Background: an optimization exercise with open tools, aiming at small area. Do not read the settings as production practice. In this exercise RTL edits were held to simulation tests only and were not proved equivalent to the original. Power and IR drop assume default switching activity.

==> flow/design.v <==
`default_nettype none
module Synchronizer
  (input logic async,
   input logic clock,
   output logic sync);
  logic tmp1;
  always_ff @(posedge clock)
    tmp1 <= async;
  always_ff @(posedge clock)
    sync <= tmp1;
endmodule : Synchronizer
`default_nettype none
module DotTree (input logic [15:0] pp0, pp1,
                output logic [8:0] s);
    function automatic logic [1:0] fa(input logic a, b, c);
        fa = {(a & b) | (a & c) | (b & c), a ^ b ^ c};
    endfunction
    function automatic logic [1:0] ha(input logic a, b);
        ha = {a & b, a ^ b};
    endfunction
    logic d_s1, d_c1, d_s2, d_c2, d_s3, d_c3, d_s4, d_c4, d_s5, d_c5, d_s6, d_c6, d_s7, d_c7, d_s8, d_c8, d_s9, d_c9, d_s10, d_c10, d_s11, d_c11, d_s12, d_c12, d_s13, d_c13, d_s14, d_c14, d_s15, d_c15, d_s16, d_c16, d_s17, d_c17, d_s18, d_c18, d_s19, d_c19, d_s20, d_c20, d_s21, d_c21, d_s22, d_c22, d_s23, d_c23, d_s24, d_c24, d_s25, d_c25, d_s26, d_c26, d_s27, d_c27, d_s28, d_c28;
    assign {d_c1, d_s1} = ha(pp0[0], pp1[0]);
    assign {d_c2, d_s2} = fa(pp0[1], pp0[4], pp1[1]);
    assign {d_c3, d_s3} = fa(pp1[4], d_c1, d_s2);
    assign {d_c4, d_s4} = fa(pp0[2], pp0[5], pp0[8]);
    assign {d_c5, d_s5} = fa(pp1[2], pp1[5], pp1[8]);
    assign {d_c6, d_s6} = fa(d_c2, d_c3, d_s4);
    assign {d_c7, d_s7} = ha(d_s5, d_s6);
    assign {d_c8, d_s8} = fa(pp0[3], pp0[6], pp0[9]);
    assign {d_c9, d_s9} = fa(pp0[12], pp1[3], pp1[6]);
    assign {d_c10, d_s10} = fa(pp1[9], pp1[12], d_c4);
    assign {d_c11, d_s11} = fa(d_c5, d_c6, d_c7);
    assign {d_c12, d_s12} = fa(d_s8, d_s9, d_s10);
    assign {d_c13, d_s13} = ha(d_s11, d_s12);
    assign {d_c14, d_s14} = fa(pp0[7], pp0[10], pp0[13]);
    assign {d_c15, d_s15} = fa(pp1[7], pp1[10], pp1[13]);
    assign {d_c16, d_s16} = fa(d_c8, d_c9, d_c10);
    assign {d_c17, d_s17} = fa(d_c11, d_c12, d_c13);
    assign {d_c18, d_s18} = fa(d_s14, d_s15, d_s16);
    assign {d_c19, d_s19} = ha(d_s17, d_s18);
    assign {d_c20, d_s20} = fa(pp0[11], pp0[14], pp1[11]);
    assign {d_c21, d_s21} = fa(pp1[14], d_c14, d_c15);
    assign {d_c22, d_s22} = fa(d_c16, d_c17, d_c18);
    assign {d_c23, d_s23} = fa(d_c19, d_s20, d_s21);
    assign {d_c24, d_s24} = ha(d_s22, d_s23);
    assign {d_c25, d_s25} = fa(pp0[15], pp1[15], d_c20);
    assign {d_c26, d_s26} = fa(d_c21, d_c22, d_c23);
    assign {d_c27, d_s27} = fa(d_c24, d_s25, d_s26);
    assign {d_c28, d_s28} = fa(d_c25, d_c26, d_c27);
    assign s = {d_c28, d_s28, d_s27, d_s24, d_s19, d_s13, d_s7, d_s3, d_s1};
endmodule : DotTree
module SumAdd (input logic [8:0] s, sp, input logic cin,
               output logic [9:0] c);
    function automatic logic [1:0] fa(input logic a, b, c);
        fa = {(a & b) | (a & c) | (b & c), a ^ b ^ c};
    endfunction
    function automatic logic [1:0] ha(input logic a, b);
        ha = {a & b, a ^ b};
    endfunction
    logic e_s1, e_c1, e_s2, e_c2, e_s3, e_c3, e_s4, e_c4, e_s5, e_c5, e_s6, e_c6, e_s7, e_c7, e_s8, e_c8, e_s9, e_c9;
    assign {e_c1, e_s1} = fa(cin, s[0], sp[0]);
    assign {e_c2, e_s2} = fa(s[1], sp[1], e_c1);
    assign {e_c3, e_s3} = fa(s[2], sp[2], e_c2);
    assign {e_c4, e_s4} = fa(s[3], sp[3], e_c3);
    assign {e_c5, e_s5} = fa(s[4], sp[4], e_c4);
    assign {e_c6, e_s6} = fa(s[5], sp[5], e_c5);
    assign {e_c7, e_s7} = fa(s[6], sp[6], e_c6);
    assign {e_c8, e_s8} = fa(s[7], sp[7], e_c7);
    assign {e_c9, e_s9} = fa(s[8], sp[8], e_c8);
    assign c = {e_c9, e_s9, e_s8, e_s7, e_s6, e_s5, e_s4, e_s3, e_s2, e_s1};
endmodule : SumAdd
`default_nettype none
module my_chip (
    input logic [11:0] io_in,  
    output logic [11:0] io_out,  
    input logic clock,
    input logic reset  
);
    function automatic logic [4:0] inc5(input logic [4:0] x, input logic cin);
        logic c;
        c = cin;
        for (int b = 0; b < 5; b++) begin
            inc5[b] = x[b] ^ c;
            c = x[b] & c;
        end
    endfunction
    logic [11:0] in_s;
    logic rst;
    genvar g;
    generate
        for (g = 0; g < 12; g = g + 1) begin : sync
            Synchronizer s(.async(io_in[g]), .clock(clock), .sync(in_s[g]));
        end
    endgenerate
    Synchronizer sync_rst(.async(reset), .clock(clock), .sync(rst));
    wire [7:0] din   = in_s[7:0];
    wire       enter = in_s[8];
    wire       sw    = in_s[9];
    wire [1:0] opin  = in_s[11:10];
    logic en_d, pe_d, sw_d;
    wire pe = enter & ~en_d;
    wire ps = sw & ~sw_d;
    always_ff @(posedge clock) begin
        en_d <= enter;
        pe_d <= pe;
        sw_d <= sw;
    end
    logic ph;
    always_ff @(posedge clock)
        if (rst) ph <= 1'b0;
        else     ph <= ~ph;
    logic [4:0] pc;
    logic [1:0] op;
    always_ff @(posedge clock)
        if (rst) pc <= 5'd0;
        else pc <= inc5(pc, pe_d & ~pc[4] | pc[4] & ~pc[1]);
    always_ff @(posedge clock)
        if (pe_d & (pc == 5'd15)) op <= opin;
    wire       full = pc[4];
    wire [2:0] wring = pc[3] ? {1'b1, pc[1], pc[0]} : {1'b0, pc[2], pc[1]};
    wire       wslot = pc[3] ? pc[2] : pc[0];
    wire       wgo   = (pe | pe_d) & ~full & (ph ^ wslot);
    logic [63:0] P0, P1;
    generate
        for (g = 0; g < 8; g = g + 1) begin : ring
            always_ff @(posedge clock) begin
                P1[8*g+7:8*g] <= P0[8*g+7:8*g];
                P0[8*g+7:8*g] <= (wgo && wring == g) ? din : P1[8*g+7:8*g];
            end
        end
    endgenerate
    wire  err = full & (op == 2'b01);
    wire  fin = pc[4] & pc[1] & ~(op == 2'b01);
    logic [4:0] n;
    wire  [4:0] np = inc5(n, fin);
    always_ff @(posedge clock)
        if (rst) n <= 5'd0;
        else if (ps) n <= np;
    wire [1:0] i = np[4:3];
    wire [1:0] j = np[2:1];
    logic [3:0] X0, X1, Y0, Y1;
    always_comb begin
        case (i)
            2'd0: {X0, X1} = P0[7:0];
            2'd1: {X0, X1} = P0[15:8];
            2'd2: {X0, X1} = P0[23:16];
            default: {X0, X1} = P0[31:24];
        endcase
        case (j)
            2'd0: begin Y0 = P0[39:36]; Y1 = P0[55:52]; end
            2'd1: begin Y0 = P0[35:32]; Y1 = P0[51:48]; end
            2'd2: begin Y0 = P0[47:44]; Y1 = P0[63:60]; end
            default: begin Y0 = P0[43:40]; Y1 = P0[59:56]; end
        endcase
    end
    wire mul = ~op[1];
    wire sub = op[1] & op[0];
    wire [3:0] aval = (ph == j[1]) ? (j[0] ? X1 : X0) : 4'd0;
    wire [3:0] bval = (ph == i[1]) ? ((i[0] ? Y1 : Y0) ^ {4{sub}}) : 4'd0;
    logic [15:0] pp0, pp1;    
    always_comb
        for (int a = 0; a < 4; a++)
            for (int b = 0; b < 4; b++) begin
                pp0[4*a+b] = mul & X0[a] & Y0[b];
                pp1[4*a+b] = mul & X1[a] & Y1[b];
                if (b == 0) pp0[4*a+b] = mul ? X0[a] & Y0[b] : aval[a];
                if (a == 0) pp1[4*a+b] = mul ? X1[a] & Y1[b] : bval[b];
            end
    logic [8:0] S, Sp;
    DotTree dot(.pp0(pp0), .pp1(pp1), .s(S));
    always_ff @(posedge clock)
        Sp <= S;
    logic [9:0] C;
    SumAdd sum(.s(S), .sp(Sp), .cin(sub), .c(C));
    wire [9:0] Cf = {C[9:5], C[4] ^ sub, C[3:0]};
    logic [4:0] R;
    always_ff @(posedge clock)
        if (~fin | ps)
            R <= np[0] ? Cf[4:0] : Cf[9:5];
    assign io_out[4:0]  = R;
    assign io_out[5]    = fin;
    assign io_out[6]    = err;
    assign io_out[10:7] = n[4:1];
    assign io_out[11]   = 1'b0;
endmodule
==> flow/config.mk <==
export PLATFORM = sky130hd
export DESIGN_NAME = my_chip
export DESIGN_NICKNAME = my_chip
export VERILOG_FILES = /design/flow/design.v
export SDC_FILE = /design/flow/constraint.sdc
export NUM_CORES = 4
export LEC_CHECK = 0
export CAP_MARGIN = 20
export CORE_MARGIN = 2
export CORE_UTILIZATION = 65
export PLACE_DENSITY = 0.75
export SLEW_MARGIN = 20
==> flow/constraint.sdc <==
create_clock -name core_clock -period 10.0 [get_ports {clock}]
set_input_delay 2.0000 -clock core_clock [delete_from_list [all_inputs] [get_ports {clock}]]
set_output_delay 2.0000 -clock core_clock [all_outputs]
set_load 0.01 [all_outputs]
standard.sh (not shown) runs the stock make flow with config.mk's settings and CLKGATE_MAP_FILE= SYNTH_SCRIPT=/design/flow/synth_recipe.tcl, a recipe that flattens the netlist after the stock synthesis.
==> flow/flow/run.sh <==
#!/bin/bash
# Standard ORFS layout, with two changes: CTS adds no dummy loads, and the
# port buffers are the smallest buffer (buf_1). Full output in flow_make.log.
set -euo pipefail
export CTS_ARGS="-sink_clustering_enable -repair_clock_nets -dont_use_dummy_load -buf_list sky130_fd_sc_hd__clkbuf_8"
export BUFFER_PORTS_ARGS="-buffer_cell sky130_fd_sc_hd__buf_1"
bash standard.sh finish > flow_make.log 2>&1
Then changed:
--- a/flow/flow/run.sh
+++ b/flow/flow/run.sh
@@ -5 +5 @@
-export CTS_ARGS="-sink_clustering_enable -repair_clock_nets -dont_use_dummy_load -buf_list sky130_fd_sc_hd__clkbuf_8"
+export CTS_ARGS="-sink_clustering_enable -repair_clock_nets -dont_use_dummy_load -buf_list sky130_fd_sc_hd__clkbuf_8 -sink_clustering_size 30 -sink_clustering_max_diameter 100"
--- a/flow/config.mk
+++ b/flow/config.mk
@@ -10,2 +10,2 @@
-export CORE_UTILIZATION = 65
-export PLACE_DENSITY = 0.75
+export CORE_UTILIZATION = 40
+export CTS_BUF_LIST = sky130_fd_sc_hd__clkbuf_8
Power barely changes.
Core utilization fell by 26 points.
Combinational power stays flat.
First-iteration DRC count falls by 17%.
Global-route usage shrinks by 8.5 points.
Count of clock-buffer cells in the layout does not change.
Routed wire length went up by about 2.7%.
Critical path depth is unchanged.
Die area rose by 60%.
Area after synthesis stays the same.
Then changed:
==> flow/run.sh (new file) <==
#!/bin/bash
# synth_recipe.tcl (not shown) runs the flow's synth.tcl, then flattens the netlist and writes it again
# the make line also repeats each setting of config.mk as NAME=value (left out here)
make -C /OpenROAD-flow-scripts/flow DESIGN_CONFIG=/design/flow/config.mk WORK_HOME=/design/flow/orfs CLKGATE_MAP_FILE= SYNTH_SCRIPT=/design/flow/synth_recipe.tcl finish
removed: flow/flow/run.sh
removed: flow/standard.sh
The new run completed with no timing, DRC or antenna violations.
Register-to-register slack improves by 0.06 ns.
Routed wire length came out higher by a few percent.
Sequential share of layout area came out lower by 2.4 points.
Non-clock buffer count came out higher by 1.
Final area came out higher by a few percent.
Final cell count came out higher by a few percent.
Then changed:
==> flow/flow/run.sh (new file) <==
#!/bin/bash
# Standard ORFS layout, with two changes: CTS adds no dummy loads, and the
# port buffers are the smallest buffer (buf_1). Full output in flow_make.log.
set -euo pipefail
export CTS_ARGS="-sink_clustering_enable -repair_clock_nets -dont_use_dummy_load -buf_list sky130_fd_sc_hd__clkbuf_8"
export BUFFER_PORTS_ARGS="-buffer_cell sky130_fd_sc_hd__buf_1"
bash standard.sh finish > flow_make.log 2>&1
==> flow/standard.sh (new file) <==
#!/bin/bash
# synth_recipe.tcl (not shown) runs the flow's synth.tcl, then flattens the netlist and writes it again
# the make line also repeats each setting of config.mk as NAME=value (left out here)
make -C /OpenROAD-flow-scripts/flow DESIGN_CONFIG=/design/flow/config.mk WORK_HOME=/design/flow/orfs CLKGATE_MAP_FILE= SYNTH_SCRIPT=/design/flow/synth_recipe.tcl "${@:-finish}"
removed: flow/run.sh
=>
- sequential power is about the same
- count of clock-buffer cells in the layout fell by 1
- clock power fell by 32%
- routed wire length fell by about 4%
- die area is unchanged
- cell area fell by 4.7%
- non-clock buffer count fell by 1
- worst setup slack is worse by 0.065 ns
- via count fell by about 1.1%
- clock skew rose by 0.0060 ns

## afterwards: timing with drivers on the ports
Ports are ideal in the flow. The routed layouts listed here were re-timed in OpenROAD. Step 1 assumes that a clkbuf_16 drives the clock port and a buf_2 every other input. Step 2 times the ports against the registers' clock, not the clock port: input delays grow and output delays shrink by t, the midpoint of the rising clock arrivals with the driver on. Three values: ideal, step 1, step 2; two values: the first two.
run | t, ns | slack for setup (ns) | hold slack, ns | worst setup path after step 2 | latest minus earliest clock arrival (ns)
the first run | 0.464 | 0.931 / 0.931 / 0.931 | 0.321 / 0.321 / 0.321 | register to register | 0.026 / 0.026
the second run | 0.471 | 0.899 / 0.899 / 0.899 | 0.322 / 0.322 / 0.322 | register to register | 0.032 / 0.032
the third run | 0.508 | 0.964 / 0.964 / 0.964 | 0.333 / 0.333 / 0.333 | register to register | 0.025 / 0.025
the fourth run | 0.471 | 0.899 / 0.899 / 0.899 | 0.322 / 0.322 / 0.322 | register to register | 0.032 / 0.032
After both steps setup and hold are still met in every run listed.
